Context: an optimization exercise on an open-source flow, tuned for small area and a short achievable clock period. The choices shown serve that exercise and are no tape-out recipe.
No run shown here included a check of the RTL's function; only the layout flow was run.

--- flow/design.v ---
module FIR(
input clk,
input reset_p,
input  [9:0]data_in,
output [9:0]fir_data
);
reg  [9:0] x1, x2, x3, x4, x5;
reg  [11:0] t3;
reg  [10:0] qp;
reg  [19:0] b;
reg  [9:0] qa;
reg  [14:0] ra;
reg  [9:0] q;
reg  [3:0] i;
wire n1, n2;
fir_ha u_n1 (.a(data_in[1]), .b(data_in[0]), .s(n1), .co(n2));
wire n3, n4;
fir_ha u_n3 (.a(data_in[2]), .b(data_in[1]), .s(n3), .co(n4));
wire n5, n6;
fir_ha u_n5 (.a(data_in[3]), .b(data_in[2]), .s(n5), .co(n6));
wire n7, n8;
fir_ha u_n7 (.a(data_in[4]), .b(data_in[3]), .s(n7), .co(n8));
wire n9, n10;
fir_ha u_n9 (.a(data_in[5]), .b(data_in[4]), .s(n9), .co(n10));
wire n11, n12;
fir_ha u_n11 (.a(data_in[6]), .b(data_in[5]), .s(n11), .co(n12));
wire n13, n14;
fir_ha u_n13 (.a(data_in[7]), .b(data_in[6]), .s(n13), .co(n14));
wire n15, n16;
fir_ha u_n15 (.a(data_in[8]), .b(data_in[7]), .s(n15), .co(n16));
wire n17, n18;
fir_ha u_n17 (.a(data_in[9]), .b(data_in[8]), .s(n17), .co(n18));
wire n19 = n1 & data_in[0];
wire n20 = n6 | (n5 & n4);
wire n21 = n5 & n3;
wire n22 = n10 | (n9 & n8);
wire n23 = n9 & n7;
wire n24 = n14 | (n13 & n12);
wire n25 = n13 & n11;
wire n26 = n18 | (n17 & n16);
wire n27 = n17 & n15;
wire n28 = n4 | (n3 & n2);
wire n29 = n3 & n19;
wire n30 = n20 | (n21 & n2);
wire n31 = n21 & n19;
wire n32 = n12 | (n11 & n22);
wire n33 = n11 & n23;
wire n34 = n24 | (n25 & n22);
wire n35 = n25 & n23;
wire n36 = data_in[9] & n26;
wire n37 = data_in[9] & n27;
wire n38 = n8 | (n7 & n30);
wire n39 = n7 & n31;
wire n40 = n22 | (n23 & n30);
wire n41 = n23 & n31;
wire n42 = n32 | (n33 & n30);
wire n43 = n33 & n31;
wire n44 = n34 | (n35 & n30);
wire n45 = n35 & n31;
wire n46 = n16 | (n15 & n44);
wire n47 = n15 & n45;
wire n48 = n26 | (n27 & n44);
wire n49 = n27 & n45;
wire n50 = n36 | (n37 & n44);
wire n51 = n37 & n45;
wire n52 = n3 ^ n2;
wire n53 = n5 ^ n28;
wire n54 = n7 ^ n30;
wire n55 = n9 ^ n38;
wire n56 = n11 ^ n40;
wire n57 = n13 ^ n42;
wire n58 = n15 ^ n44;
wire n59 = n17 ^ n46;
wire n60 = data_in[9] ^ n48;
wire [11:0] t3_next = {n50, n60, n59, n58, n57, n56, n55, n54, n53, n52, n1, data_in[0]};
wire n61, n62;
fir_ha u_n61 (.a(x3[0]), .b(data_in[0]), .s(n61), .co(n62));
wire n63, n64;
fir_ha u_n63 (.a(x3[1]), .b(data_in[1]), .s(n63), .co(n64));
wire n65, n66;
fir_ha u_n65 (.a(x3[2]), .b(data_in[2]), .s(n65), .co(n66));
wire n67, n68;
fir_ha u_n67 (.a(x3[3]), .b(data_in[3]), .s(n67), .co(n68));
wire n69, n70;
fir_ha u_n69 (.a(x3[4]), .b(data_in[4]), .s(n69), .co(n70));
wire n71, n72;
fir_ha u_n71 (.a(x3[5]), .b(data_in[5]), .s(n71), .co(n72));
wire n73, n74;
fir_ha u_n73 (.a(x3[6]), .b(data_in[6]), .s(n73), .co(n74));
wire n75, n76;
fir_ha u_n75 (.a(x3[7]), .b(data_in[7]), .s(n75), .co(n76));
wire n77, n78;
fir_ha u_n77 (.a(x3[8]), .b(data_in[8]), .s(n77), .co(n78));
wire n79, n80;
fir_ha u_n79 (.a(x3[9]), .b(data_in[9]), .s(n79), .co(n80));
wire n81 = n64 | (n63 & n62);
wire n82 = n63 & n61;
wire n83 = n68 | (n67 & n66);
wire n84 = n67 & n65;
wire n85 = n72 | (n71 & n70);
wire n86 = n71 & n69;
wire n87 = n76 | (n75 & n74);
wire n88 = n75 & n73;
wire n89 = n80 | (n79 & n78);
wire n90 = n79 & n77;
wire n91 = n66 | (n65 & n81);
wire n92 = n65 & n82;
wire n93 = n83 | (n84 & n81);
wire n94 = n84 & n82;
wire n95 = n74 | (n73 & n85);
wire n96 = n73 & n86;
wire n97 = n87 | (n88 & n85);
wire n98 = n88 & n86;
wire n99 = n70 | (n69 & n93);
wire n100 = n69 & n94;
wire n101 = n85 | (n86 & n93);
wire n102 = n86 & n94;
wire n103 = n95 | (n96 & n93);
wire n104 = n96 & n94;
wire n105 = n97 | (n98 & n93);
wire n106 = n98 & n94;
wire n107 = n78 | (n77 & n105);
wire n108 = n77 & n106;
wire n109 = n89 | (n90 & n105);
wire n110 = n90 & n106;
wire n111 = n63 ^ n62;
wire n112 = n65 ^ n81;
wire n113 = n67 ^ n91;
wire n114 = n69 ^ n93;
wire n115 = n71 ^ n99;
wire n116 = n73 ^ n101;
wire n117 = n75 ^ n103;
wire n118 = n77 ^ n105;
wire n119 = n79 ^ n107;
wire [10:0] qp_next = {n109, n119, n118, n117, n116, n115, n114, n113, n112, n111, n61};
wire n120, n121;
fir_ha u_n120 (.a(x1[0]), .b(x2[0]), .s(n120), .co(n121));
wire n122, n123;
fir_ha u_n122 (.a(x1[1]), .b(x2[1]), .s(n122), .co(n123));
wire n124, n125;
fir_ha u_n124 (.a(x1[2]), .b(x2[2]), .s(n124), .co(n125));
wire n126, n127;
fir_ha u_n126 (.a(x1[3]), .b(x2[3]), .s(n126), .co(n127));
wire n128, n129;
fir_ha u_n128 (.a(x1[4]), .b(x2[4]), .s(n128), .co(n129));
wire n130, n131;
fir_ha u_n130 (.a(x1[5]), .b(x2[5]), .s(n130), .co(n131));
wire n132, n133;
fir_ha u_n132 (.a(x1[6]), .b(x2[6]), .s(n132), .co(n133));
wire n134, n135;
fir_ha u_n134 (.a(x1[7]), .b(x2[7]), .s(n134), .co(n135));
wire n136, n137;
fir_ha u_n136 (.a(x1[8]), .b(x2[8]), .s(n136), .co(n137));
wire n138, n139;
fir_ha u_n138 (.a(x1[9]), .b(x2[9]), .s(n138), .co(n139));
wire n140 = n123 | (n122 & n121);
wire n141 = n122 & n120;
wire n142 = n127 | (n126 & n125);
wire n143 = n126 & n124;
wire n144 = n131 | (n130 & n129);
wire n145 = n130 & n128;
wire n146 = n135 | (n134 & n133);
wire n147 = n134 & n132;
wire n148 = n139 | (n138 & n137);
wire n149 = n138 & n136;
wire n150 = n125 | (n124 & n140);
wire n151 = n124 & n141;
wire n152 = n142 | (n143 & n140);
wire n153 = n143 & n141;
wire n154 = n133 | (n132 & n144);
wire n155 = n132 & n145;
wire n156 = n146 | (n147 & n144);
wire n157 = n147 & n145;
wire n158 = n129 | (n128 & n152);
wire n159 = n128 & n153;
wire n160 = n144 | (n145 & n152);
wire n161 = n145 & n153;
wire n162 = n154 | (n155 & n152);
wire n163 = n155 & n153;
wire n164 = n156 | (n157 & n152);
wire n165 = n157 & n153;
wire n166 = n137 | (n136 & n164);
wire n167 = n136 & n165;
wire n168 = n148 | (n149 & n164);
wire n169 = n149 & n165;
wire n170 = n122 ^ n121;
wire n171 = n124 ^ n140;
wire n172 = n126 ^ n150;
wire n173 = n128 ^ n152;
wire n174 = n130 ^ n158;
wire n175 = n132 ^ n160;
wire n176 = n134 ^ n162;
wire n177 = n136 ^ n164;
wire n178 = n138 ^ n166;
wire n179, n180;
fir_fa u_n179 (.a(x5[1]), .b(n120), .c(n170), .s(n179), .co(n180));
wire n181, n182;
fir_fa u_n181 (.a(x5[2]), .b(n120), .c(n170), .s(n181), .co(n182));
wire n183, n184;
fir_fa u_n183 (.a(n171), .b(n180), .c(n181), .s(n183), .co(n184));
wire n185, n186;
fir_fa u_n185 (.a(x5[3]), .b(x5[0]), .c(n170), .s(n185), .co(n186));
wire n187, n188;
fir_fa u_n187 (.a(n171), .b(n172), .c(n182), .s(n187), .co(n188));
wire n189, n190;
fir_fa u_n189 (.a(n185), .b(n184), .c(n187), .s(n189), .co(n190));
wire n191, n192;
fir_fa u_n191 (.a(x4[0]), .b(x5[4]), .c(x5[1]), .s(n191), .co(n192));
wire n193, n194;
fir_fa u_n193 (.a(n120), .b(n191), .c(n171), .s(n193), .co(n194));
wire n195, n196;
fir_fa u_n195 (.a(n173), .b(n172), .c(n186), .s(n195), .co(n196));
wire n197, n198;
fir_fa u_n197 (.a(n193), .b(n188), .c(n195), .s(n197), .co(n198));
wire n199, n200;
fir_fa u_n199 (.a(x4[1]), .b(x4[0]), .c(x5[5]), .s(n199), .co(n200));
wire n201, n202;
fir_fa u_n201 (.a(x5[2]), .b(n192), .c(n199), .s(n201), .co(n202));
wire n203, n204;
fir_fa u_n203 (.a(n170), .b(n173), .c(n172), .s(n203), .co(n204));
wire n205, n206;
fir_fa u_n205 (.a(n201), .b(n174), .c(n194), .s(n205), .co(n206));
wire n207, n208;
fir_fa u_n207 (.a(n196), .b(n203), .c(n205), .s(n207), .co(n208));
wire n209, n210;
fir_fa u_n209 (.a(x4[2]), .b(x4[1]), .c(x5[6]), .s(n209), .co(n210));
wire n211, n212;
fir_fa u_n211 (.a(x5[3]), .b(n200), .c(n209), .s(n211), .co(n212));
wire n213, n214;
fir_fa u_n213 (.a(n171), .b(n173), .c(n202), .s(n213), .co(n214));
wire n215, n216;
fir_fa u_n215 (.a(n211), .b(n175), .c(n174), .s(n215), .co(n216));
wire n217, n218;
fir_fa u_n217 (.a(n204), .b(n213), .c(n206), .s(n217), .co(n218));
wire n219, n220;
fir_fa u_n219 (.a(n215), .b(n208), .c(n217), .s(n219), .co(n220));
wire n221, n222;
fir_fa u_n221 (.a(x4[3]), .b(x4[2]), .c(x5[7]), .s(n221), .co(n222));
wire n223, n224;
fir_fa u_n223 (.a(x5[4]), .b(n210), .c(n221), .s(n223), .co(n224));
wire n225, n226;
fir_fa u_n225 (.a(n172), .b(n212), .c(n223), .s(n225), .co(n226));
wire n227, n228;
fir_fa u_n227 (.a(n176), .b(n175), .c(n174), .s(n227), .co(n228));
wire n229, n230;
fir_fa u_n229 (.a(n214), .b(n216), .c(n225), .s(n229), .co(n230));
wire n231, n232;
fir_fa u_n231 (.a(n227), .b(n218), .c(n229), .s(n231), .co(n232));
wire n233, n234;
fir_fa u_n233 (.a(x4[4]), .b(x4[3]), .c(x5[8]), .s(n233), .co(n234));
wire n235, n236;
fir_fa u_n235 (.a(x5[5]), .b(n120), .c(n222), .s(n235), .co(n236));
wire n237, n238;
fir_fa u_n237 (.a(n233), .b(n173), .c(n224), .s(n237), .co(n238));
wire n239, n240;
fir_fa u_n239 (.a(n235), .b(n177), .c(n176), .s(n239), .co(n240));
wire n241, n242;
fir_fa u_n241 (.a(n175), .b(n226), .c(n237), .s(n241), .co(n242));
wire n243, n244;
fir_fa u_n243 (.a(n228), .b(n239), .c(n230), .s(n243), .co(n244));
wire n245, n246;
fir_fa u_n245 (.a(n241), .b(n232), .c(n243), .s(n245), .co(n246));
wire n247, n248;
fir_fa u_n247 (.a(x4[5]), .b(x4[4]), .c(x5[9]), .s(n247), .co(n248));
wire n249, n250;
fir_fa u_n249 (.a(x5[6]), .b(n234), .c(n247), .s(n249), .co(n250));
wire n251, n252;
fir_fa u_n251 (.a(n170), .b(n236), .c(n249), .s(n251), .co(n252));
wire n253, n254;
fir_fa u_n253 (.a(n177), .b(n176), .c(n174), .s(n253), .co(n254));
wire n255, n256;
fir_fa u_n255 (.a(n178), .b(n238), .c(n240), .s(n255), .co(n256));
wire n257, n258;
fir_fa u_n257 (.a(n251), .b(n253), .c(n242), .s(n257), .co(n258));
wire n259, n260;
fir_fa u_n259 (.a(n255), .b(n244), .c(n257), .s(n259), .co(n260));
wire n261, n262;
fir_fa u_n261 (.a(x4[6]), .b(x4[5]), .c(x5[7]), .s(n261), .co(n262));
wire n263, n264;
fir_fa u_n263 (.a(n248), .b(n261), .c(n171), .s(n263), .co(n264));
wire n265, n266;
fir_fa u_n265 (.a(n250), .b(n168), .c(n177), .s(n265), .co(n266));
wire n267, n268;
fir_fa u_n267 (.a(n175), .b(n263), .c(n178), .s(n267), .co(n268));
wire n269, n270;
fir_fa u_n269 (.a(n252), .b(n254), .c(n265), .s(n269), .co(n270));
wire n271, n272;
fir_fa u_n271 (.a(n267), .b(n256), .c(n269), .s(n271), .co(n272));
wire n273, n274;
fir_fa u_n273 (.a(n258), .b(n271), .c(n260), .s(n273), .co(n274));
wire n275, n276;
fir_fa u_n275 (.a(x4[7]), .b(x4[6]), .c(x5[8]), .s(n275), .co(n276));
wire n277, n278;
fir_fa u_n277 (.a(n262), .b(n275), .c(n172), .s(n277), .co(n278));
wire n279, n280;
fir_fa u_n279 (.a(n168), .b(n176), .c(n264), .s(n279), .co(n280));
wire n281, n282;
fir_fa u_n281 (.a(n178), .b(n277), .c(n266), .s(n281), .co(n282));
wire n283, n284;
fir_fa u_n283 (.a(n279), .b(n268), .c(n270), .s(n283), .co(n284));
wire n285, n286;
fir_fa u_n285 (.a(n281), .b(n272), .c(n283), .s(n285), .co(n286));
wire n287, n288;
fir_fa u_n287 (.a(x4[8]), .b(x4[7]), .c(x5[9]), .s(n287), .co(n288));
wire n289, n290;
fir_fa u_n289 (.a(n276), .b(n287), .c(n173), .s(n289), .co(n290));
wire n291, n292;
fir_fa u_n291 (.a(n168), .b(n177), .c(n278), .s(n291), .co(n292));
wire n293, n294;
fir_fa u_n293 (.a(n289), .b(n280), .c(n291), .s(n293), .co(n294));
wire n295, n296;
fir_fa u_n295 (.a(n282), .b(n293), .c(n284), .s(n295), .co(n296));
wire n297, n298;
fir_fa u_n297 (.a(x4[9]), .b(x4[8]), .c(n288), .s(n297), .co(n298));
wire n299, n300;
fir_fa u_n299 (.a(n297), .b(n174), .c(n178), .s(n299), .co(n300));
wire n301, n302;
fir_fa u_n301 (.a(n290), .b(n292), .c(n299), .s(n301), .co(n302));
wire n303, n304;
fir_fa u_n303 (.a(n294), .b(n301), .c(n296), .s(n303), .co(n304));
wire n305, n306;
fir_fa u_n305 (.a(x4[9]), .b(n298), .c(n168), .s(n305), .co(n306));
wire n307, n308;
fir_fa u_n307 (.a(n175), .b(n305), .c(n300), .s(n307), .co(n308));
wire n309, n310;
fir_fa u_n309 (.a(n302), .b(n307), .c(n304), .s(n309), .co(n310));
wire n311, n312;
fir_fa u_n311 (.a(n176), .b(n306), .c(n308), .s(n311), .co(n312));
wire n313, n314;
fir_ha u_n313 (.a(x5[0]), .b(n120), .s(n313), .co(n314));
wire n315, n316;
fir_ha u_n315 (.a(n190), .b(n197), .s(n315), .co(n316));
wire n317, n318;
fir_ha u_n317 (.a(n198), .b(n207), .s(n317), .co(n318));
wire n319, n320;
fir_ha u_n319 (.a(n220), .b(n231), .s(n319), .co(n320));
wire n321, n322;
fir_ha u_n321 (.a(n246), .b(n259), .s(n321), .co(n322));
wire n323, n324;
fir_ha u_n323 (.a(n274), .b(n285), .s(n323), .co(n324));
wire n325, n326;
fir_ha u_n325 (.a(n286), .b(n295), .s(n325), .co(n326));
wire n327, n328;
fir_ha u_n327 (.a(n310), .b(n311), .s(n327), .co(n328));
wire n329, n330;
fir_ha u_n329 (.a(n177), .b(n312), .s(n329), .co(n330));
wire n331 = n179 & n314;
wire n332 = n179 & n313;
wire n333 = n189 & n183;
wire n334 = n318 | (n317 & n316);
wire n335 = n317 & n315;
wire n336 = n319 & n219;
wire n337 = n321 & n245;
wire n338 = n323 & n273;
wire n339 = n303 & n326;
wire n340 = n303 & n325;
wire n341 = n327 & n309;
wire n342 = n178 & n330;
wire n343 = n178 & n329;
wire n344 = n183 & n331;
wire n345 = n183 & n332;
wire n346 = n333 & n331;
wire n347 = n333 & n332;
wire n348 = n219 & n334;
wire n349 = n219 & n335;
wire n350 = n320 | (n336 & n334);
wire n351 = n336 & n335;
wire n352 = n273 & n322;
wire n353 = n273 & n337;
wire n354 = n324 | (n338 & n322);
wire n355 = n338 & n337;
wire n356 = n309 & n339;
wire n357 = n309 & n340;
wire n358 = n328 | (n341 & n339);
wire n359 = n341 & n340;
wire n360 = n168 & n342;
wire n361 = n168 & n343;
wire n362 = n316 | (n315 & n346);
wire n363 = n315 & n347;
wire n364 = n334 | (n335 & n346);
wire n365 = n335 & n347;
wire n366 = n348 | (n349 & n346);
wire n367 = n349 & n347;
wire n368 = n350 | (n351 & n346);
wire n369 = n351 & n347;
wire n370 = n326 | (n325 & n354);
wire n371 = n325 & n355;
wire n372 = n339 | (n340 & n354);
wire n373 = n340 & n355;
wire n374 = n356 | (n357 & n354);
wire n375 = n357 & n355;
wire n376 = n358 | (n359 & n354);
wire n377 = n359 & n355;
wire n378 = n245 & n368;
wire n379 = n245 & n369;
wire n380 = n322 | (n337 & n368);
wire n381 = n337 & n369;
wire n382 = n352 | (n353 & n368);
wire n383 = n353 & n369;
wire n384 = n354 | (n355 & n368);
wire n385 = n355 & n369;
wire n386 = n370 | (n371 & n368);
wire n387 = n371 & n369;
wire n388 = n372 | (n373 & n368);
wire n389 = n373 & n369;
wire n390 = n374 | (n375 & n368);
wire n391 = n375 & n369;
wire n392 = n376 | (n377 & n368);
wire n393 = n377 & n369;
wire n394 = n330 | (n329 & n392);
wire n395 = n329 & n393;
wire n396 = n342 | (n343 & n392);
wire n397 = n343 & n393;
wire n398 = n360 | (n361 & n392);
wire n399 = n361 & n393;
wire n400 = n179 ^ n314;
wire n401 = n183 ^ n331;
wire n402 = n189 ^ n344;
wire n403 = n315 ^ n346;
wire n404 = n317 ^ n362;
wire n405 = n219 ^ n364;
wire n406 = n319 ^ n366;
wire n407 = n245 ^ n368;
wire n408 = n321 ^ n378;
wire n409 = n273 ^ n380;
wire n410 = n323 ^ n382;
wire n411 = n325 ^ n384;
wire n412 = n303 ^ n386;
wire n413 = n309 ^ n388;
wire n414 = n327 ^ n390;
wire n415 = n329 ^ n392;
wire n416 = n178 ^ n394;
wire n417 = n168 ^ n396;
wire [19:0] b_next = {n398, n417, n416, n415, n414, n413, n412, n411, n410, n409, n408, n407, n406, n405, n404, n403, n402, n401, n400, n313};
wire n418, n419;
fir_fa u_n418 (.a(b[5]), .b(qp[3]), .c(qp[0]), .s(n418), .co(n419));
wire n420, n421;
fir_fa u_n420 (.a(b[6]), .b(qp[4]), .c(qp[1]), .s(n420), .co(n421));
wire n422, n423;
fir_fa u_n422 (.a(b[7]), .b(qp[5]), .c(qp[2]), .s(n422), .co(n423));
wire n424, n425;
fir_fa u_n424 (.a(qp[0]), .b(n421), .c(n422), .s(n424), .co(n425));
wire n426, n427;
fir_fa u_n426 (.a(b[8]), .b(qp[6]), .c(qp[3]), .s(n426), .co(n427));
wire n428, n429;
fir_fa u_n428 (.a(qp[1]), .b(n423), .c(n426), .s(n428), .co(n429));
wire n430, n431;
fir_fa u_n430 (.a(b[9]), .b(qp[7]), .c(qp[4]), .s(n430), .co(n431));
wire n432, n433;
fir_fa u_n432 (.a(qp[2]), .b(n427), .c(n430), .s(n432), .co(n433));
wire n434, n435;
fir_fa u_n434 (.a(b[10]), .b(qp[8]), .c(qp[5]), .s(n434), .co(n435));
wire n436, n437;
fir_fa u_n436 (.a(qp[3]), .b(n431), .c(n434), .s(n436), .co(n437));
wire n438, n439;
fir_fa u_n438 (.a(b[11]), .b(qp[9]), .c(qp[6]), .s(n438), .co(n439));
wire n440, n441;
fir_fa u_n440 (.a(qp[4]), .b(n435), .c(n438), .s(n440), .co(n441));
wire n442, n443;
fir_fa u_n442 (.a(b[12]), .b(qp[10]), .c(qp[7]), .s(n442), .co(n443));
wire n444, n445;
fir_fa u_n444 (.a(qp[5]), .b(n439), .c(n442), .s(n444), .co(n445));
wire n446, n447;
fir_fa u_n446 (.a(b[13]), .b(qp[8]), .c(qp[6]), .s(n446), .co(n447));
wire n448, n449;
fir_fa u_n448 (.a(n443), .b(n446), .c(n445), .s(n448), .co(n449));
wire n450, n451;
fir_fa u_n450 (.a(b[14]), .b(qp[9]), .c(qp[7]), .s(n450), .co(n451));
wire n452, n453;
fir_fa u_n452 (.a(n447), .b(n450), .c(n449), .s(n452), .co(n453));
wire n454, n455;
fir_fa u_n454 (.a(b[15]), .b(qp[10]), .c(qp[8]), .s(n454), .co(n455));
wire n456, n457;
fir_fa u_n456 (.a(n451), .b(n454), .c(n453), .s(n456), .co(n457));
wire n458, n459;
fir_fa u_n458 (.a(b[16]), .b(qp[9]), .c(n455), .s(n458), .co(n459));
wire n460, n461;
fir_fa u_n460 (.a(b[17]), .b(qp[10]), .c(n459), .s(n460), .co(n461));
wire n462, n463;
fir_ha u_n462 (.a(b[2]), .b(qp[0]), .s(n462), .co(n463));
wire n464, n465;
fir_ha u_n464 (.a(b[3]), .b(qp[1]), .s(n464), .co(n465));
wire n466, n467;
fir_ha u_n466 (.a(b[4]), .b(qp[2]), .s(n466), .co(n467));
wire n468, n469;
fir_ha u_n468 (.a(n419), .b(n420), .s(n468), .co(n469));
wire n470, n471;
fir_ha u_n470 (.a(n425), .b(n428), .s(n470), .co(n471));
wire n472, n473;
fir_ha u_n472 (.a(n429), .b(n432), .s(n472), .co(n473));
wire n474, n475;
fir_ha u_n474 (.a(n433), .b(n436), .s(n474), .co(n475));
wire n476, n477;
fir_ha u_n476 (.a(n437), .b(n440), .s(n476), .co(n477));
wire n478, n479;
fir_ha u_n478 (.a(n441), .b(n444), .s(n478), .co(n479));
wire n480, n481;
fir_ha u_n480 (.a(n457), .b(n458), .s(n480), .co(n481));
wire n482, n483;
fir_ha u_n482 (.a(b[18]), .b(n461), .s(n482), .co(n483));
wire n484 = b[1] & b[0];
wire n485 = n465 | (n464 & n463);
wire n486 = n464 & n462;
wire n487 = n418 & n467;
wire n488 = n418 & n466;
wire n489 = n424 & n469;
wire n490 = n424 & n468;
wire n491 = n473 | (n472 & n471);
wire n492 = n472 & n470;
wire n493 = n477 | (n476 & n475);
wire n494 = n476 & n474;
wire n495 = n448 & n479;
wire n496 = n448 & n478;
wire n497 = n456 & n452;
wire n498 = n460 & n481;
wire n499 = n460 & n480;
wire n500 = b[19] & n483;
wire n501 = b[19] & n482;
wire n502 = n462 & n484;
wire n503 = n486 & n484;
wire n504 = n469 | (n468 & n487);
wire n505 = n468 & n488;
wire n506 = n489 | (n490 & n487);
wire n507 = n490 & n488;
wire n508 = n475 | (n474 & n491);
wire n509 = n474 & n492;
wire n510 = n493 | (n494 & n491);
wire n511 = n494 & n492;
wire n512 = n452 & n495;
wire n513 = n452 & n496;
wire n514 = n497 & n495;
wire n515 = n497 & n496;
wire n516 = n483 | (n482 & n498);
wire n517 = n482 & n499;
wire n518 = n500 | (n501 & n498);
wire n519 = n501 & n499;
wire n520 = n467 | (n466 & n485);
wire n521 = n466 & n503;
wire n522 = n487 | (n488 & n485);
wire n523 = n488 & n503;
wire n524 = n504 | (n505 & n485);
wire n525 = n505 & n503;
wire n526 = n506 | (n507 & n485);
wire n527 = n507 & n503;
wire n528 = n479 | (n478 & n510);
wire n529 = n478 & n511;
wire n530 = n495 | (n496 & n510);
wire n531 = n496 & n511;
wire n532 = n512 | (n513 & n510);
wire n533 = n513 & n511;
wire n534 = n514 | (n515 & n510);
wire n535 = n515 & n511;
wire n536 = n471 | (n470 & n526);
wire n537 = n470 & n527;
wire n538 = n491 | (n492 & n526);
wire n539 = n492 & n527;
wire n540 = n508 | (n509 & n526);
wire n541 = n509 & n527;
wire n542 = n510 | (n511 & n526);
wire n543 = n511 & n527;
wire n544 = n528 | (n529 & n526);
wire n545 = n529 & n527;
wire n546 = n530 | (n531 & n526);
wire n547 = n531 & n527;
wire n548 = n532 | (n533 & n526);
wire n549 = n533 & n527;
wire n550 = n534 | (n535 & n526);
wire n551 = n535 & n527;
wire n552 = n481 | (n480 & n550);
wire n553 = n480 & n551;
wire n554 = n498 | (n499 & n550);
wire n555 = n499 & n551;
wire n556 = n516 | (n517 & n550);
wire n557 = n517 & n551;
wire n558 = n518 | (n519 & n550);
wire n559 = n519 & n551;
wire n560 = n464 ^ n463;
wire n561 = n466 ^ n485;
wire n562 = n418 ^ n520;
wire n563 = n468 ^ n522;
wire n564 = n424 ^ n524;
wire n565 = n470 ^ n526;
wire n566 = n472 ^ n536;
wire n567 = n474 ^ n538;
wire n568 = n476 ^ n540;
wire n569 = n478 ^ n542;
wire n570 = n448 ^ n544;
wire n571 = n452 ^ n546;
wire n572 = n456 ^ n548;
wire n573 = n480 ^ n550;
wire n574 = n460 ^ n552;
wire n575 = n482 ^ n554;
wire n576 = b[19] ^ n556;
wire n577, n578;
fir_fa u_n577 (.a(n561), .b(n567), .c(n568), .s(n577), .co(n578));
wire n579, n580;
fir_fa u_n579 (.a(n562), .b(n569), .c(n568), .s(n579), .co(n580));
wire n581, n582;
fir_fa u_n581 (.a(n563), .b(n569), .c(n570), .s(n581), .co(n582));
wire n583, n584;
fir_fa u_n583 (.a(n564), .b(n571), .c(n570), .s(n583), .co(n584));
wire n585, n586;
fir_fa u_n585 (.a(n565), .b(n571), .c(n572), .s(n585), .co(n586));
wire n587, n588;
fir_fa u_n587 (.a(n566), .b(n572), .c(n586), .s(n587), .co(n588));
wire n589, n590;
fir_fa u_n589 (.a(n573), .b(n574), .c(n588), .s(n589), .co(n590));
wire n591, n592;
fir_fa u_n591 (.a(n575), .b(n574), .c(n590), .s(n591), .co(n592));
wire n593, n594;
fir_fa u_n593 (.a(n576), .b(n575), .c(n592), .s(n593), .co(n594));
wire n595, n596;
fir_ha u_n595 (.a(n560), .b(n567), .s(n595), .co(n596));
wire n597, n598;
fir_ha u_n597 (.a(n578), .b(n579), .s(n597), .co(n598));
wire n599, n600;
fir_ha u_n599 (.a(n580), .b(n581), .s(n599), .co(n600));
wire n601, n602;
fir_ha u_n601 (.a(n582), .b(n583), .s(n601), .co(n602));
wire n603, n604;
fir_ha u_n603 (.a(n584), .b(n585), .s(n603), .co(n604));
wire n605, n606;
fir_ha u_n605 (.a(n573), .b(n587), .s(n605), .co(n606));
wire n607, n608;
fir_ha u_n607 (.a(n576), .b(n594), .s(n607), .co(n608));
wire n609 = b[1] & b[0];
wire n610 = n595 & n462;
wire n611 = n597 & n577;
wire n612 = n602 | (n601 & n600);
wire n613 = n601 & n599;
wire n614 = n606 | (n605 & n604);
wire n615 = n605 & n603;
wire n616 = n591 & n589;
wire n617 = n607 & n593;
wire n618 = n462 & n609;
wire n619 = n610 & n609;
wire n620 = n600 | (n599 & n598);
wire n621 = n599 & n611;
wire n622 = n612 | (n613 & n598);
wire n623 = n613 & n611;
wire n624 = n589 & n614;
wire n625 = n589 & n615;
wire n626 = n616 & n614;
wire n627 = n616 & n615;
wire n628 = n577 & n596;
wire n629 = n577 & n619;
wire n630 = n598 | (n611 & n596);
wire n631 = n611 & n619;
wire n632 = n620 | (n621 & n596);
wire n633 = n621 & n619;
wire n634 = n622 | (n623 & n596);
wire n635 = n623 & n619;
wire n636 = n593 & n626;
wire n637 = n593 & n627;
wire n638 = n608 | (n617 & n626);
wire n639 = n617 & n627;
wire n640 = n604 | (n603 & n634);
wire n641 = n603 & n635;
wire n642 = n614 | (n615 & n634);
wire n643 = n615 & n635;
wire n644 = n624 | (n625 & n634);
wire n645 = n625 & n635;
wire n646 = n626 | (n627 & n634);
wire n647 = n627 & n635;
wire n648 = n636 | (n637 & n634);
wire n649 = n637 & n635;
wire n650 = n638 | (n639 & n634);
wire n651 = n639 & n635;
wire n652 = n577 ^ n596;
wire n653 = n597 ^ n628;
wire n654 = n599 ^ n630;
wire n655 = n601 ^ n632;
wire n656 = n603 ^ n634;
wire n657 = n605 ^ n640;
wire n658 = n589 ^ n642;
wire n659 = n591 ^ n644;
wire n660 = n593 ^ n646;
wire n661 = n607 ^ n648;
wire [9:0] qa_next = {n576, n575, n574, n573, n572, n571, n570, n569, n568, n567};
wire [14:0] ra_next = {n650, n661, n660, n659, n658, n657, n656, n655, n654, n653, n652, n595, n462, b[1], b[0]};
wire n662, n663;
fir_fa u_n662 (.a(ra[3]), .b(ra[10]), .c(t3[6]), .s(n662), .co(n663));
wire n664, n665;
fir_fa u_n664 (.a(ra[4]), .b(ra[11]), .c(ra[10]), .s(n664), .co(n665));
wire n666, n667;
fir_fa u_n666 (.a(t3[0]), .b(t3[7]), .c(t3[6]), .s(n666), .co(n667));
wire n668, n669;
fir_fa u_n668 (.a(n663), .b(n664), .c(n666), .s(n668), .co(n669));
wire n670, n671;
fir_fa u_n670 (.a(ra[5]), .b(ra[12]), .c(ra[11]), .s(n670), .co(n671));
wire n672, n673;
fir_fa u_n672 (.a(t3[1]), .b(t3[8]), .c(t3[7]), .s(n672), .co(n673));
wire n674, n675;
fir_fa u_n674 (.a(n665), .b(n667), .c(n670), .s(n674), .co(n675));
wire n676, n677;
fir_fa u_n676 (.a(n672), .b(n669), .c(n674), .s(n676), .co(n677));
wire n678, n679;
fir_fa u_n678 (.a(ra[6]), .b(ra[13]), .c(ra[12]), .s(n678), .co(n679));
wire n680, n681;
fir_fa u_n680 (.a(t3[2]), .b(t3[9]), .c(t3[8]), .s(n680), .co(n681));
wire n682, n683;
fir_fa u_n682 (.a(n671), .b(n673), .c(n678), .s(n682), .co(n683));
wire n684, n685;
fir_fa u_n684 (.a(n680), .b(n675), .c(n682), .s(n684), .co(n685));
wire n686, n687;
fir_fa u_n686 (.a(ra[7]), .b(ra[14]), .c(ra[13]), .s(n686), .co(n687));
wire n688, n689;
fir_fa u_n688 (.a(t3[3]), .b(t3[10]), .c(t3[9]), .s(n688), .co(n689));
wire n690, n691;
fir_fa u_n690 (.a(n679), .b(n681), .c(n686), .s(n690), .co(n691));
wire n692, n693;
fir_fa u_n692 (.a(n688), .b(n683), .c(n690), .s(n692), .co(n693));
wire n694, n695;
fir_fa u_n694 (.a(ra[8]), .b(ra[14]), .c(t3[4]), .s(n694), .co(n695));
wire n696, n697;
fir_fa u_n696 (.a(t3[11]), .b(t3[10]), .c(n687), .s(n696), .co(n697));
wire n698, n699;
fir_fa u_n698 (.a(n689), .b(n694), .c(n691), .s(n698), .co(n699));
wire n700, n701;
fir_fa u_n700 (.a(n696), .b(n693), .c(n698), .s(n700), .co(n701));
wire n702, n703;
fir_fa u_n702 (.a(ra[9]), .b(t3[5]), .c(t3[11]), .s(n702), .co(n703));
wire n704, n705;
fir_fa u_n704 (.a(n695), .b(n702), .c(n697), .s(n704), .co(n705));
wire n706, n707;
fir_fa u_n706 (.a(n699), .b(n704), .c(n701), .s(n706), .co(n707));
wire n708, n709;
fir_fa u_n708 (.a(n703), .b(n705), .c(n707), .s(n708), .co(n709));
wire n710, n711;
fir_ha u_n710 (.a(n677), .b(n684), .s(n710), .co(n711));
wire n712, n713;
fir_ha u_n712 (.a(n685), .b(n692), .s(n712), .co(n713));
wire n714 = ra[1] & ra[0];
wire n715 = n662 & ra[2];
wire n716 = n676 & n668;
wire n717 = n713 | (n712 & n711);
wire n718 = n712 & n710;
wire n719 = n706 & n700;
wire n720 = n709 & n708;
wire n721 = ra[2] & n714;
wire n722 = n715 & n714;
wire n723 = n710 & n716;
wire n724 = n718 & n716;
wire n725 = n708 & n719;
wire n726 = n720 & n719;
wire n727 = n668 & n722;
wire n728 = n716 & n722;
wire n729 = n723 & n722;
wire n730 = n724 & n722;
wire n731 = n700 & n717;
wire n732 = n700 & n730;
wire n733 = n719 & n717;
wire n734 = n719 & n730;
wire n735 = n725 & n717;
wire n736 = n725 & n730;
wire n737 = n726 & n717;
wire n738 = n726 & n730;
wire n739 = n712 ^ n711;
wire n740 = n700 ^ n717;
wire n741 = n706 ^ n731;
wire n742 = n708 ^ n733;
wire n743 = n709 ^ n735;
wire n744, n745;
fir_fa u_n744 (.a(qa[0]), .b(ra[10]), .c(t3[6]), .s(n744), .co(n745));
wire n746, n747;
fir_fa u_n746 (.a(qa[1]), .b(ra[11]), .c(t3[7]), .s(n746), .co(n747));
wire n748, n749;
fir_ha u_n748 (.a(n745), .b(n746), .s(n748), .co(n749));
wire n750, n751;
fir_fa u_n750 (.a(qa[2]), .b(ra[12]), .c(t3[8]), .s(n750), .co(n751));
wire n752, n753;
fir_fa u_n752 (.a(n747), .b(n750), .c(n749), .s(n752), .co(n753));
wire n754, n755;
fir_fa u_n754 (.a(qa[3]), .b(ra[13]), .c(t3[9]), .s(n754), .co(n755));
wire n756, n757;
fir_fa u_n756 (.a(n751), .b(n754), .c(n753), .s(n756), .co(n757));
wire n758, n759;
fir_fa u_n758 (.a(qa[4]), .b(ra[14]), .c(t3[10]), .s(n758), .co(n759));
wire n760, n761;
fir_fa u_n760 (.a(n755), .b(n758), .c(n757), .s(n760), .co(n761));
wire n762, n763;
fir_fa u_n762 (.a(qa[5]), .b(t3[11]), .c(n759), .s(n762), .co(n763));
wire n764, n765;
fir_ha u_n764 (.a(n761), .b(n762), .s(n764), .co(n765));
wire n766, n767;
fir_fa u_n766 (.a(qa[6]), .b(n763), .c(n765), .s(n766), .co(n767));
wire n768, n769;
fir_ha u_n768 (.a(qa[7]), .b(n767), .s(n768), .co(n769));
wire n770, n771;
fir_ha u_n770 (.a(qa[8]), .b(n769), .s(n770), .co(n771));
wire n772, n773;
fir_ha u_n772 (.a(qa[9]), .b(n771), .s(n772), .co(n773));
wire [9:0] q_next = {n772, n770, n768, n766, n764, n760, n756, n752, n748, n744};
wire n774, n775;
fir_fa u_n774 (.a(n662), .b(data_in[3]), .c(data_in[0]), .s(n774), .co(n775));
wire n776, n777;
fir_fa u_n776 (.a(n668), .b(data_in[4]), .c(data_in[1]), .s(n776), .co(n777));
wire n778, n779;
fir_fa u_n778 (.a(n676), .b(data_in[5]), .c(data_in[2]), .s(n778), .co(n779));
wire n780, n781;
fir_fa u_n780 (.a(n710), .b(data_in[6]), .c(data_in[3]), .s(n780), .co(n781));
wire n782, n783;
fir_fa u_n782 (.a(n739), .b(data_in[7]), .c(data_in[4]), .s(n782), .co(n783));
wire n784, n785;
fir_fa u_n784 (.a(n740), .b(data_in[8]), .c(data_in[5]), .s(n784), .co(n785));
wire n786, n787;
fir_fa u_n786 (.a(n741), .b(data_in[9]), .c(data_in[6]), .s(n786), .co(n787));
wire n788, n789;
fir_fa u_n788 (.a(n742), .b(data_in[7]), .c(n787), .s(n788), .co(n789));
wire n790, n791;
fir_fa u_n790 (.a(n743), .b(data_in[8]), .c(n789), .s(n790), .co(n791));
wire n792, n793;
fir_ha u_n792 (.a(ra[0]), .b(data_in[0]), .s(n792), .co(n793));
wire n794, n795;
fir_ha u_n794 (.a(ra[1]), .b(data_in[1]), .s(n794), .co(n795));
wire n796, n797;
fir_ha u_n796 (.a(ra[2]), .b(data_in[2]), .s(n796), .co(n797));
wire n798, n799;
fir_ha u_n798 (.a(n775), .b(n776), .s(n798), .co(n799));
wire n800, n801;
fir_ha u_n800 (.a(n777), .b(n778), .s(n800), .co(n801));
wire n802, n803;
fir_ha u_n802 (.a(n779), .b(n780), .s(n802), .co(n803));
wire n804, n805;
fir_ha u_n804 (.a(n781), .b(n782), .s(n804), .co(n805));
wire n806, n807;
fir_ha u_n806 (.a(n783), .b(n784), .s(n806), .co(n807));
wire n808, n809;
fir_ha u_n808 (.a(n785), .b(n786), .s(n808), .co(n809));
wire n810, n811;
fir_ha u_n810 (.a(data_in[9]), .b(n791), .s(n810), .co(n811));
wire n812 = n795 | (n794 & n793);
wire n813 = n794 & n792;
wire n814 = n774 & n797;
wire n815 = n774 & n796;
wire n816 = n801 | (n800 & n799);
wire n817 = n800 & n798;
wire n818 = n805 | (n804 & n803);
wire n819 = n804 & n802;
wire n820 = n809 | (n808 & n807);
wire n821 = n808 & n806;
wire n822 = n790 & n788;
wire n823 = n797 | (n796 & n812);
wire n824 = n796 & n813;
wire n825 = n814 | (n815 & n812);
wire n826 = n815 & n813;
wire n827 = n803 | (n802 & n816);
wire n828 = n802 & n817;
wire n829 = n818 | (n819 & n816);
wire n830 = n819 & n817;
wire n831 = n788 & n820;
wire n832 = n788 & n821;
wire n833 = n822 & n820;
wire n834 = n822 & n821;
wire n835 = n799 | (n798 & n825);
wire n836 = n798 & n826;
wire n837 = n816 | (n817 & n825);
wire n838 = n817 & n826;
wire n839 = n827 | (n828 & n825);
wire n840 = n828 & n826;
wire n841 = n829 | (n830 & n825);
wire n842 = n830 & n826;
wire n843 = n811 | (n810 & n833);
wire n844 = n810 & n834;
wire n845 = n807 | (n806 & n841);
wire n846 = n806 & n842;
wire n847 = n820 | (n821 & n841);
wire n848 = n821 & n842;
wire n849 = n831 | (n832 & n841);
wire n850 = n832 & n842;
wire n851 = n833 | (n834 & n841);
wire n852 = n834 & n842;
wire n853 = n843 | (n844 & n841);
wire n854 = n844 & n842;
wire n855 = n794 ^ n793;
wire n856 = n796 ^ n812;
wire n857 = n774 ^ n823;
wire n858 = n798 ^ n825;
wire n859 = n800 ^ n835;
wire n860 = n802 ^ n837;
wire n861 = n804 ^ n839;
wire n862 = n806 ^ n841;
wire n863 = n808 ^ n845;
wire n864 = n788 ^ n847;
wire n865 = n790 ^ n849;
wire n866 = n810 ^ n851;
wire [13:0] v = {n853, n866, n865, n864, n863, n862, n861, n860, n859, n858, n857, n856, n855, n792};
wire n867, n868;
fir_ha u_n867 (.a(q[0]), .b(i[0]), .s(n867), .co(n868));
wire n869, n870;
fir_ha u_n869 (.a(q[1]), .b(i[1]), .s(n869), .co(n870));
wire n871, n872;
fir_ha u_n871 (.a(q[2]), .b(i[2]), .s(n871), .co(n872));
wire n873, n874;
fir_ha u_n873 (.a(q[3]), .b(i[3]), .s(n873), .co(n874));
wire n875 = n870 | (n869 & n868);
wire n876 = n869 & n867;
wire n877 = n874 | (n873 & n872);
wire n878 = n873 & n871;
wire n879 = q[5] & q[4];
wire n880 = q[7] & q[6];
wire n881 = q[9] & q[8];
wire n882 = n872 | (n871 & n875);
wire n883 = n871 & n876;
wire n884 = n877 | (n878 & n875);
wire n885 = n878 & n876;
wire n886 = q[6] & n879;
wire n887 = n880 & n879;
wire n888 = q[4] & n884;
wire n889 = q[4] & n885;
wire n890 = n879 & n884;
wire n891 = n879 & n885;
wire n892 = n886 & n884;
wire n893 = n886 & n885;
wire n894 = n887 & n884;
wire n895 = n887 & n885;
wire n896 = q[8] & n894;
wire n897 = q[8] & n895;
wire n898 = n881 & n894;
wire n899 = n881 & n895;
wire n900 = n869 ^ n868;
wire n901 = n871 ^ n875;
wire n902 = n873 ^ n882;
wire n903 = q[4] ^ n884;
wire n904 = q[5] ^ n888;
wire n905 = q[6] ^ n890;
wire n906 = q[7] ^ n892;
wire n907 = q[8] ^ n894;
wire n908 = q[9] ^ n896;
wire [9:0] y = {n908, n907, n906, n905, n904, n903, n902, n901, n900, n867};
wire t1 = v >= 14'd1000;
wire t2 = v >= 14'd2000;
wire t3_ = v >= 14'd3000;
wire t4 = v >= 14'd4000;
wire t5 = v >= 14'd5000;
wire t6 = v >= 14'd6000;
wire t7 = v >= 14'd7000;
wire t8 = v >= 14'd8000;
wire t9 = v >= 14'd9000;
wire t10 = v >= 14'd10000;
wire t11 = v >= 14'd11000;
wire t12 = v >= 14'd12000;
wire [3:0] i_next;
assign i_next[3] = t8;
assign i_next[2] = (t4 & ~t8) | t12;
assign i_next[1] = (t2 & ~t4) | (t6 & ~t8) | (t10 & ~t12);
assign i_next[0] = (t1 & ~t2) | (t3_ & ~t4) | (t5 & ~t6) | (t7 & ~t8) | (t9 & ~t10) | (t11 & ~t12);
assign fir_data = y;
always @(posedge clk or posedge reset_p)
    begin
        if(reset_p)
        begin
            x1 <= 10'd0;
            x2 <= 10'd0;
            x3 <= 10'd0;
            x4 <= 10'd0;
            x5 <= 10'd0;
            t3 <= 12'd0;
            qp <= 11'd0;
            b  <= 20'd0;
            qa <= 10'd0;
            ra <= 15'd0;
            q  <= 10'd0;
            i  <= 4'd0;
        end
        else
        begin
            x1 <= data_in;
            x2 <= x1;
            x3 <= x2;
            x4 <= x3;
            x5 <= x4;
            t3 <= t3_next;
            qp <= qp_next;
            b  <= b_next;
            qa <= qa_next;
            ra <= ra_next;
            q  <= q_next;
            i  <= i_next;
        end
    end
endmodule
module fir_fa(input a, input b, input c, output s, output co);
assign s = a ^ b ^ c;
assign co = (a & b) | (a & c) | (b & c);
endmodule
module fir_ha(input a, input b, output s, output co);
assign s = a ^ b;
assign co = a & b;
endmodule
--- flow/run.sh ---
#!/bin/bash
# synth_recipe.tcl (not shown) runs the flow's synth.tcl, then flattens the netlist and writes it again
# the make line also repeats each setting of config.mk as NAME=value (left out here)
make -C /OpenROAD-flow-scripts/flow DESIGN_CONFIG=/design/flow/config.mk WORK_HOME=/design/flow/orfs CLKGATE_MAP_FILE= SYNTH_SCRIPT=/design/flow/synth_recipe.tcl finish
--- flow/config.mk ---
export PLATFORM = sky130hd
export DESIGN_NAME = FIR
export DESIGN_NICKNAME = FIR
export VERILOG_FILES = /design/flow/design.v
export SDC_FILE = /design/flow/constraint.sdc
export NUM_CORES = 4
export LEC_CHECK = 0
export CAP_MARGIN = 20
export CORE_MARGIN = 2
export CORE_UTILIZATION = 40
export SLEW_MARGIN = 20
export SYNTH_HIERARCHICAL = 1
--- flow/constraint.sdc ---
create_clock -name core_clock -period 19.0 [get_ports {clk}]
set_input_delay 3.8000 -clock core_clock [delete_from_list [all_inputs] [get_ports {clk}]]
set_output_delay 3.8000 -clock core_clock [all_outputs]
set_load 0.01 [all_outputs]
==> results of run 1 <==
-- synthesized netlist by cell type (all sizes together) (5+ instances only) --
cell	count
fa	141
nor3	15
nor2	49
xor2	18
o21a	15
dfrtp	131
o21ai	14
a21oi	17
nor2b	5
nand3	8
and3	5
a21o	11
and2	5
or2	7
buf	13
ha	109
nand2	28
inv	14
xnor2	37
-- path summary, 6_finish.rpt --
check	startpoint	end	cells past startpoint
setup / recovery	data_in[4]	i[1]	14
hold / removal	b[1]	ra[1]	0
setup reg to reg	t3[0]	b[17]	24
hold reg to reg	b[1]	ra[1]	0
max in group asynchronous	reset_p	x4[3]	3
min in group asynchronous	reset_p	q[8]	2
-- registers in the layout, summed over array words and instances (netlist names) --
name,count
b,20
ra,15
t3,12
qp,11
q,10
qa,10
x2,10
x3,10
x4,10
x5,10
x1,9
i,4
-- modules after synthesis (local to each module, per instance) --
module | cells | flip-flops and latches | area, sq um | copies in the design
FIR | 494 | 131 | 5780 | 1
fir_ha | 1 | 0 | 12.5 | 77
fir_fa | 1 | 0 | 20.0 | 141
-- per-stage QoR --
step                      hold WS [ps]  worst slack [ps]  cells  utilization
after floorplan                    331             11700    712            -
after global placement             344             11020   1037        0.430
after detailed placement           343             10900   1037        0.430
after CTS                          358             11380   1069        0.454
after global routing               365             11050   1069        0.455
final                              357             11300   1069        0.455
-- cell type report --
type / count / area [sq um]
fillers: 2077 / 12800
multi-input cells: 550 / 6130
flip-flops and latches: 131 / 3280
clock buffers: 20 / 457
well taps: 319 / 399
repair buffers: 23 / 225
clock inverters: 12 / 121
inverters: 14 / 55.1
-- logic make-up after synthesis --
| group | Yosys count |
|---|---|
| AO/OA/AOI/OAI | 106 |
| XOR/XNOR | 55 |
| adder cells (fa/ha/maj) | 251 |
| buffers and inverters | 31 |
| flip-flops | 131 |
| multiplexers | 3 |
| AND/OR/NAND/NOR | 135 |
-- layout by cell type, fill, tap and decap left out, types with 7 or more instances in the layout --
master and count:
fa_1 141, nor2_1 49, ha_1 109, clkdlybuf4s50_1 21, nand3_1 8, o21a_1 15
xor2_1 18, o21ai_0 12, a21oi_1 15, dfrtp_1 131, xnor2_1 37, nor3_1 15
or2_2 7, clkbuf_16 17, a21o_1 11, nand2_1 28, inv_1 13
-- per-layer routing --
| layer | global-route usage | share of wire | up-vias |
|---|---|---|---|
| met1 | 0.202 | 0.42 | 2901 |
| met4 | 0.0528 | 0.024 | 0 |
| met5 | 0 | 0 | - |
| met3 | 0.0427 | 0.033 | 31 |
| li1 | - | - | 2523 |
| met2 | 0.292 | 0.52 | 85 |
==> impl_metrics.ini, run 1 <==
[clock_tree]
clk_pin_slew_worst_paths_ps = 60
hold_buffers = 0
clock_path_buffers = 2
cts.sink_count = 131
insertion_delay_ps = 420
cts_resized = 0
cts-htree-levels = 4
cts_tree = yes
cts_root_buf = clkbuf_16
numCtsBuffers = 17
post_cts_buffers = 0

[global_route]
grt_pass1_vias = 6262
grt.overflow.total = 0
grt_pass1_wl_microns = 31600
grt_util_all_layers = 0.167
antenna_found_initial = 0
grt_max_degree = 76

[synthesis]
yosys.area_share.simple = 0.0662
avgSynthCellArea_sq_um = 13.4
synth_edf_count = 0
synth_top_area_frac = 0.343
synth_cell_types = 62
synth_top_family_by_area = adder cells
async_flop_share = 1.00
synthesis.area_sq_um = 9570
synthAdderAreaFrac = 0.439
synthFlopType = dfrtp_1
ys.warnings.count = 7
syn_nets = 974
synth_area_leaders = dfrtp_1, fa_1, ha_1
synth_compound_area_frac = 0.0824
yosys.area_share.xor_xnor = 0.0503
yosysTopAreaCell = dfrtp_1
synthMuxAreaShare = 0.00327
syn_inst = 712
synth_seq_cells = 131
seq_area_frac_synth = 0.343

[setup_path]
r2r_slack_ps = 12270
critical-path-max-stage-delay_ps = 740
crit_type = in2reg
cpMaxStageDelayCell = clkdlybuf4s50_1
critPathBufInv = 1
critical_path.top_delay_family = simple AND/OR/NAND/NOR gates
cp_cell_sequence = clkdlybuf4s50_1 -> fa_1 -> ha_1 -> or4_4 -> nand4_1 -> nand2_1 -> ha_1 -> nor2_1 -> xnor2_1 -> nand2_1 -> nor3_1 -> maj3_1 -> a21oi_1 -> a221o_1
end_kind = register
worstPathMaxFanout = 12
setup.worst_path.start_class = primary input
critPathArrivalTime_ps = 8010
crit_required_ps = 19310

[timing]
max_slew_margin = 0.346
finalSetupViolCount = 0
fmax_ghz = 0.130
min_period_over_period = 0.405
finalHoldViolCount = 0
skew_ps = 7.30
worst_pin_slew_ps = 974
tns_ps = 0
rsz0062_at_grt = no
period_needed_ps = 7700
slew_viol_final = 0

[job]
maxCapViolations = 0

[run_status]
status = complete, no violations

[drt]
postRouteAntennaNets = 0
vias = 5540
drt-wirelength-per-cell_microns = 17.7
dr.first_iter.drc_count = 212
drt_wl_total_microns = 18900
dr.pass1.iters = 6
avgViaCountPerCell = 5.18
drc = 0

[finish]
final_cell_area_sq_um = 10700
drive_gt1_frac = 0.0680
fin_nets = 999
area_growth_syn_to_layout_pct = 11.5
antenna_cells = 0

[place]
dpl.hpwl_microns = 15300
port_buffers = 21
post_dp_cell_area_sq_um = 10100
gp_congestion = 0.808

[die]
die_h_microns = 159
ios = 22
start_util = 0.408
design.die.area_sq_um = 25200
num_rows = 56
die_w_microns = 159
coreArea_sq_um = 23500

[worst_hold_path]
min_path_type = reg2reg
==> run 2: changes to the inputs <==
--- a/flow/design.v
+++ b/flow/design.v
@@ -13,3 +13,3 @@
 reg  [9:0] q;
-reg  [3:0] i;
+reg  [13:0] vr;
 wire n1, n2;
@@ -887,63 +887,21 @@
 wire [13:0] v = {n853, n866, n865, n864, n863, n862, n861, n860, n859, n858, n857, n856, n855, n792};
-wire n867, n868;
-fir_ha u_n867 (.a(q[0]), .b(i[0]), .s(n867), .co(n868));
-wire n869, n870;
-fir_ha u_n869 (.a(q[1]), .b(i[1]), .s(n869), .co(n870));
-wire n871, n872;
-fir_ha u_n871 (.a(q[2]), .b(i[2]), .s(n871), .co(n872));
-wire n873, n874;
-fir_ha u_n873 (.a(q[3]), .b(i[3]), .s(n873), .co(n874));
-wire n875 = n870 | (n869 & n868);
-wire n876 = n869 & n867;
-wire n877 = n874 | (n873 & n872);
-wire n878 = n873 & n871;
-wire n879 = q[5] & q[4];
-wire n880 = q[7] & q[6];
-wire n881 = q[9] & q[8];
-wire n882 = n872 | (n871 & n875);
-wire n883 = n871 & n876;
-wire n884 = n877 | (n878 & n875);
-wire n885 = n878 & n876;
-wire n886 = q[6] & n879;
-wire n887 = n880 & n879;
-wire n888 = q[4] & n884;
-wire n889 = q[4] & n885;
-wire n890 = n879 & n884;
-wire n891 = n879 & n885;
-wire n892 = n886 & n884;
-wire n893 = n886 & n885;
-wire n894 = n887 & n884;
-wire n895 = n887 & n885;
-wire n896 = q[8] & n894;
-wire n897 = q[8] & n895;
-wire n898 = n881 & n894;
-wire n899 = n881 & n895;
-wire n900 = n869 ^ n868;
-wire n901 = n871 ^ n875;
-wire n902 = n873 ^ n882;
-wire n903 = q[4] ^ n884;
-wire n904 = q[5] ^ n888;
-wire n905 = q[6] ^ n890;
-wire n906 = q[7] ^ n892;
-wire n907 = q[8] ^ n894;
-wire n908 = q[9] ^ n896;
-wire [9:0] y = {n908, n907, n906, n905, n904, n903, n902, n901, n900, n867};
-wire t1 = v >= 14'd1000;
-wire t2 = v >= 14'd2000;
-wire t3_ = v >= 14'd3000;
-wire t4 = v >= 14'd4000;
-wire t5 = v >= 14'd5000;
-wire t6 = v >= 14'd6000;
-wire t7 = v >= 14'd7000;
-wire t8 = v >= 14'd8000;
-wire t9 = v >= 14'd9000;
-wire t10 = v >= 14'd10000;
-wire t11 = v >= 14'd11000;
-wire t12 = v >= 14'd12000;
-wire [3:0] i_next;
-assign i_next[3] = t8;
-assign i_next[2] = (t4 & ~t8) | t12;
-assign i_next[1] = (t2 & ~t4) | (t6 & ~t8) | (t10 & ~t12);
-assign i_next[0] = (t1 & ~t2) | (t3_ & ~t4) | (t5 & ~t6) | (t7 & ~t8) | (t9 & ~t10) | (t11 & ~t12);
-assign fir_data = y;
+wire [12:1] tk;
+assign tk[1]  = vr >= 14'd1000;
+assign tk[2]  = vr >= 14'd2000;
+assign tk[3]  = vr >= 14'd3000;
+assign tk[4]  = vr >= 14'd4000;
+assign tk[5]  = vr >= 14'd5000;
+assign tk[6]  = vr >= 14'd6000;
+assign tk[7]  = vr >= 14'd7000;
+assign tk[8]  = vr >= 14'd8000;
+assign tk[9]  = vr >= 14'd9000;
+assign tk[10] = vr >= 14'd10000;
+assign tk[11] = vr >= 14'd11000;
+assign tk[12] = vr >= 14'd12000;
+wire [3:0] i_enc;
+assign i_enc[3] = tk[8];
+assign i_enc[2] = (tk[4] & ~tk[8]) | tk[12];
+assign i_enc[1] = (tk[2] & ~tk[4]) | (tk[6] & ~tk[8]) | (tk[10] & ~tk[12]);
+assign i_enc[0] = (tk[1] & ~tk[2]) | (tk[3] & ~tk[4]) | (tk[5] & ~tk[6]) | (tk[7] & ~tk[8]) | (tk[9] & ~tk[10]) | (tk[11] & ~tk[12]);
+assign fir_data = q + i_enc;
 always @(posedge clk or posedge reset_p)
@@ -963,3 +921,3 @@
             q  <= 10'd0;
-            i  <= 4'd0;
+            vr <= 14'd0;
         end
@@ -978,3 +936,3 @@
             q  <= q_next;
-            i  <= i_next;
+            vr <= v;
         end
==> impl_metrics.ini, run 2 <==
[run_status]
status = complete, no violations

[die]
start_util = 0.408
design.die.area_sq_um = 25200
die_h_microns = 159
ios = 22
die_w_microns = 159
num_rows = 56
coreArea_sq_um = 23500

[finish]
fin_nets = 992
utilization = 0.458
top_register = b
largest_reg_flops = 20
mostFrequentLayoutCell = fa_1
top_regs = b (20), ra (15), t3 (12)
area_growth_syn_to_layout_pct = 12.3
drive_gt1_frac = 0.0603
mostFrequentLayoutCells = fa_1, dfrtp_1, ha_1
antenna_cells = 0

[timing]
skew_ps = 10.4
period_needed_ps = 8080
finalHoldViolCount = 0
finalSetupViolCount = 0
min_period_over_period = 0.425
rsz0062_at_grt = no
worst_pin_slew_ps = 937
max_slew_margin = 0.376
slew_viol_final = 0
tns_ps = 0
setup_slack_ps = 10920
fmax_ghz = 0.124

[clock_tree]
hold_buffers = 0
clk_pin_slew_worst_paths_ps = 60
post_cts_buffers = 0
cts_root_buf = clkbuf_16
cts_resized = 0
cts_tree = yes
insertion_delay_ps = 430
numCtsBuffers = 17
clock_path_buffers = 2
cts.sink_count = 138
cts-htree-levels = 4

[place]
post-place-ws_ps = 11440
dpl.hpwl_microns = 15100
gp_congestion = 0.896
port_buffers = 21

[drt]
dr.first_iter.drc_count = 394
drt-wirelength-per-cell_microns = 17.3
avgViaCountPerCell = 5.12
postRouteAntennaNets = 0
dr.pass1.iters = 6
drt_wl_total_microns = 18400
vias = 5456
drc = 0

[synthesis]
synth_area_leaders = dfrtp_1, fa_1, ha_1
synth_top_area_frac = 0.360
yosysTopAreaCell = dfrtp_1
synth_seq_cells = 138
synth.most_common_cell = fa_1
async_flop_share = 1.00
synth_edf_count = 0
seq_area_frac_synth = 0.360
synthFlopType = dfrtp_1
synth_commonest_cells = fa_1, dfrtp_1, ha_1
synthesis.area_sq_um = 9590
syn_inst = 695
avgSynthCellArea_sq_um = 13.8
ys.warnings.count = 7
synth_cell_types = 51
syn_nets = 954

[global_route]
grt_max_degree = 78
grt.overflow.total = 0
grt_pass1_wl_microns = 31300
antenna_found_initial = 0
grt_util_all_layers = 0.160
grt_pass1_vias = 6142

[setup_path]
end_kind = output port
crit_required_ps = 15200
setup.worst_path.start_class = register
worstPathMaxFanout = 6
crit_type = reg2out
critPathArrivalTime_ps = 4280

[worst_hold_path]
min_path_type = reg2reg

[job]
maxCapViolations = 0
run 2: cell types whose count changed in the layout (fill, tap and decap cells not counted), moves of 3 or more:
cell      before  now
a21boi_1       1    5
a21oi_1       15   23
dfrtp_1      131  138
ha_1         109  105
nand2_1       28   22
nand2b_1       2    5
nor2_1        49   46
nor3_1        15    4
o21a_1        15   10
o21ai_1        2    9
or2_1          0    3
xnor2_1       37   48
xor2_1        18   14
run 2: metal layers:
| metal | part of all wire | GRT usage |
|---|---|---|
| met1 | 0.43 | 0.202 |
| met2 | 0.52 | 0.275 |
| met3 | 0.024 | 0.0272 |
| met4 | 0.025 | 0.0599 |
| met5 | 0 | 0 |
run 2: critical path, cell delays in order, from the launching register on:
cell and delay, ps:
dfrtp_1 430, o21ai_0 380, a21oi_1 140, mux4_1 520, a31oi_1 220, o221a_1 210, a21oi_1 50, ha_1 220
fa_1 410, a21o_1 180, a21oi_1 210, nor2b_1 100, nand4_1 110, xnor2_1 120, clkdlybuf4s50_1 560
run 2: cell families (layout without fill, tap and decap cells):
| logic type | after synthesis | after routing | share of synthesized area |
|---|---|---|---|
| XOR/XNOR | 62 | 62 | 0.0566 |
| flip-flops | 138 | 138 | 0.360 |
| adder cells (fa/ha/maj) | 247 | 247 | 0.433 |
| AO/OA/AOI/OAI | 108 | 108 | 0.0776 |
| buffers and inverters | 19 | 70 | 0.0103 |
| AND/OR/NAND/NOR | 120 | 120 | 0.0596 |
| multiplexers | 1 | 1 | 0.00274 |
run 2: path summary, 6_finish.rpt:
check	start	end	slack [ps]	cells past startpoint
min in group asynchronous	reset_p	q[7]	3840	2
worst max register to register	x1[1]	b[17]	12920	20
worst min register to register	b[0]	ra[0]	360	0
max in group asynchronous	reset_p	x3[1]	13900	3
worst max-delay path	vr[4]	fir_data[8]	10920	14
worst min-delay path	b[0]	ra[0]	360	0
run 2: Yosys stat by module, one instance, submodules excluded:
module / times used / cells / flip-flops and latches / area (sq um)
fir_fa: 141 / 1 / 0 / 20.0
FIR: 1 / 481 / 138 / 5860
fir_ha: 73 / 1 / 0 / 12.5
run 2: final cells by class:
type / instances / area [sq um]
Sequential cell: 138 / 3450
Tap cell: 319 / 399
Clock buffer: 17 / 425
Fill cell: 2086 / 12800
Clock inverter: 15 / 165
Multi-Input combinational cell: 538 / 6040
Timing Repair Buffer: 24 / 233
Inverter: 14 / 57.6
run 2: stage by stage:
| step | cells | hold WS [ps] | cell area [sq um] |
|---|---|---|---|
| 2_1_floorplan | 695 | 331 | 9590 |
| 3_3_place_gp | 1033 | 335 | 10200 |
| 3_5_place_dp | 1033 | 346 | 10200 |
| 4_1_cts | 1065 | 359 | 10800 |
| 5_1_grt | 1065 | 370 | 10800 |
| 6_report | 1065 | 355 | 10800 |
==> run 3: changes to the inputs <==
==> flow/flow/run.sh (new file) <==
#!/bin/bash
# Standard layout flow, with port buffers of a faster cell than the
# default (every input and output port still gets its own buffer).
set -o pipefail
export BUFFER_PORTS_ARGS="-buffer_cell sky130_fd_sc_hd__buf_2"
echo "BUFFER_PORTS_ARGS=$BUFFER_PORTS_ARGS" > run.log
bash standard.sh > standard.log 2>&1
rc=$?
echo "standard.sh exit $rc" >> run.log
exit $rc
==> flow/standard.sh (new file) <==
#!/bin/bash
# synth_recipe.tcl (not shown) runs the flow's synth.tcl, then flattens the netlist and writes it again
# the make line also repeats each setting of config.mk as NAME=value (left out here)
make -C /OpenROAD-flow-scripts/flow DESIGN_CONFIG=/design/flow/config.mk WORK_HOME=/design/flow/orfs CLKGATE_MAP_FILE= SYNTH_SCRIPT=/design/flow/synth_recipe.tcl "${@:-finish}"
removed: flow/run.sh
==> impl_metrics.ini, run 3 <==
[timing]
rsz0062_at_grt = no
finalSetupViolCount = 0
fmax_ghz = 0.131
slew_viol_final = 0
skew_ps = 13.5
tns_ps = 0
max_slew_margin = 0.355
min_period_over_period = 0.401
finalHoldViolCount = 0
period_needed_ps = 7630
worst_pin_slew_ps = 968

[die]
num_rows = 56
design.die.area_sq_um = 25200
die_h_microns = 159
ios = 22
start_util = 0.408
coreArea_sq_um = 23500
die_w_microns = 159

[synthesis]
synth_top_area_frac = 0.360
async_flop_share = 1.00
synthFlopType = dfrtp_1
synth.most_common_cell = fa_1
ys.warnings.count = 7
avgSynthCellArea_sq_um = 13.8
synthesis.area_sq_um = 9590
syn_inst = 695
synth_commonest_cells = fa_1, dfrtp_1, ha_1
yosysTopAreaCell = dfrtp_1
synth_edf_count = 0
synth_cell_types = 51
synth_area_leaders = dfrtp_1, fa_1, ha_1
seq_area_frac_synth = 0.360
synth_seq_cells = 138
syn_nets = 954

[drt]
avgViaCountPerCell = 5.08
dr.pass1.iters = 6
dr.first_iter.drc_count = 349
postRouteAntennaNets = 0
drt-wirelength-per-cell_microns = 17.4
vias = 5411
drt_wl_total_microns = 18500
drc = 0

[global_route]
grt_util_all_layers = 0.156
grt.overflow.total = 0
grt_pass1_wl_microns = 30600
antenna_found_initial = 0
grt_pass1_vias = 6044
grt_max_degree = 78

[finish]
multi_input_area_sq_um = 6040
antenna_cells = 0
top_regs = b (20), ra (15), t3 (12)
fin_nets = 992
nFillCells = 2114
top_register = b
drive_gt1_frac = 0.0885
mostFrequentLayoutCell = fa_1
seq_area_sq_um = 3450
area_growth_syn_to_layout_pct = 11.2
mostFrequentLayoutCells = fa_1, dfrtp_1, ha_1
final_cell_area_sq_um = 10700
largest_reg_flops = 20

[clock_tree]
numCtsBuffers = 17
cts.sink_count = 138
clk_pin_slew_worst_paths_ps = 60
cts_tree = yes
cts_resized = 0
cts-htree-levels = 4
post_cts_buffers = 0
insertion_delay_ps = 410
clock_path_buffers = 2
cts_root_buf = clkbuf_16
hold_buffers = 0

[place]
post_dp_cell_area_sq_um = 10100
gp_congestion = 0.896
port_buffers = 21
dpl.hpwl_microns = 15200

[run_status]
status = complete, no violations

[setup_path]
worstPathMaxFanout = 9
crit_required_ps = 15200
crit_type = reg2out
setup.worst_path.start_class = register
critPathArrivalTime_ps = 3830
end_kind = output port

[job]
maxCapViolations = 0

[worst_hold_path]
min_path_type = reg2reg
run 3: layer usage:
metal	up-vias	global-route usage	wire length (microns)
li1	2472	-	-
met1	2835	0.192	7910
met2	84	0.279	9910
met3	20	0.0246	399
met4	0	0.0525	264
met5	-	0	0
run 3: kinds of logic (layout without fill, tap and decap cells):
group | count (synthesis) | after routing | synth area share
AND/OR/NAND/NOR | 120 | 120 | 0.0596
AO/OA/AOI/OAI | 108 | 108 | 0.0776
flip-flops | 138 | 138 | 0.360
XOR/XNOR | 62 | 62 | 0.0566
adder cells (fa/ha/maj) | 247 | 247 | 0.433
multiplexers | 1 | 1 | 0.00274
buffers and inverters | 19 | 70 | 0.0103
run 3: Yosys stat by module (local to each module, per instance):
module | times used | flip-flops and latches | area (sq um)
fir_fa | 141 | 0 | 20.0
fir_ha | 73 | 0 | 12.5
FIR | 1 | 138 | 5860
run 3: stage by stage:
stage | instances | worst slack [ps] | hold WS (ps) | utilization
floorplan | 695 | 11500 | 331 | -
global placement | 1033 | 12020 | 336 | 0.428
detailed placement | 1033 | 11900 | 342 | 0.428
CTS | 1065 | 11450 | 356 | 0.453
global route | 1065 | 11190 | 357 | 0.453
finish | 1065 | 11370 | 354 | 0.453
run 3: worst max-delay path, stage by stage, from the launching register on:
cell,delay (ps)
dfrtp_1,520
nand4_1,170
and2_1,200
mux4_1,470
a31oi_1,300
o221a_1,230
a21oi_1,50
ha_1,230
fa_1,400
a21o_1,170
a21oi_1,210
nor2b_1,100
nand4_1,110
xnor2_1,110
buf_2,140
run 3: worst paths after layout:
kind	from	to	slack, ps	depth (start not counted)
max in group asynchronous	reset_p	x5[6]	14230	3
worst min register to register	b[1]	ra[1]	350	0
worst max register to register	x2[1]	b[17]	12880	19
min in group asynchronous	reset_p	q[9]	3470	2
worst max-delay path	vr[6]	fir_data[8]	11370	14
worst min-delay path	b[1]	ra[1]	350	0
run 3: layout make-up:
class                   count  share of cell area
multi-input cells         538               0.566
flip-flops and latches    138               0.324
clock buffers              17              0.0399
well taps                 319              0.0374
clock inverters            15              0.0154
repair buffers             24              0.0120
inverters                  14             0.00539

[what the ideal ports hide]
The flow's constraints put no driver on any port. The routed layouts listed below were extracted and timed again, unchanged, in two steps.
Step 1: set_driving_cell puts a clkbuf_16 on clk and a buf_2 on each other input, an assumption about the parent block.
Step 2 adds t to the input delays and takes it off the output delays; t is the mean of the earliest and latest rising clock arrival at the registers after step 1. Input paths then give back, and output paths get back, about the clock's delay inside the block.
Three values: no drivers, after step 1, after step 2; two values: the first two.
run | t (ns) | setup WS [ns] | latest minus earliest clock arrival (ns) | worst slew at a driven data input, ns
run 1 | 0.463 | 11.296 / 11.315 / 10.852 | 0.009 / 0.009 | 0.03
run 2 | 0.468 | 10.921 / 10.877 / 11.344 | 0.010 / 0.011 | 0.03
run 3 | 0.450 | 11.373 / 11.330 / 11.780 | 0.013 / 0.013 | 0.03
After both steps every run listed still meets setup and hold. For run 1, which loses most, drivers alone change the setup slack by +0.019 ns; drivers and shift together by -0.444 ns.
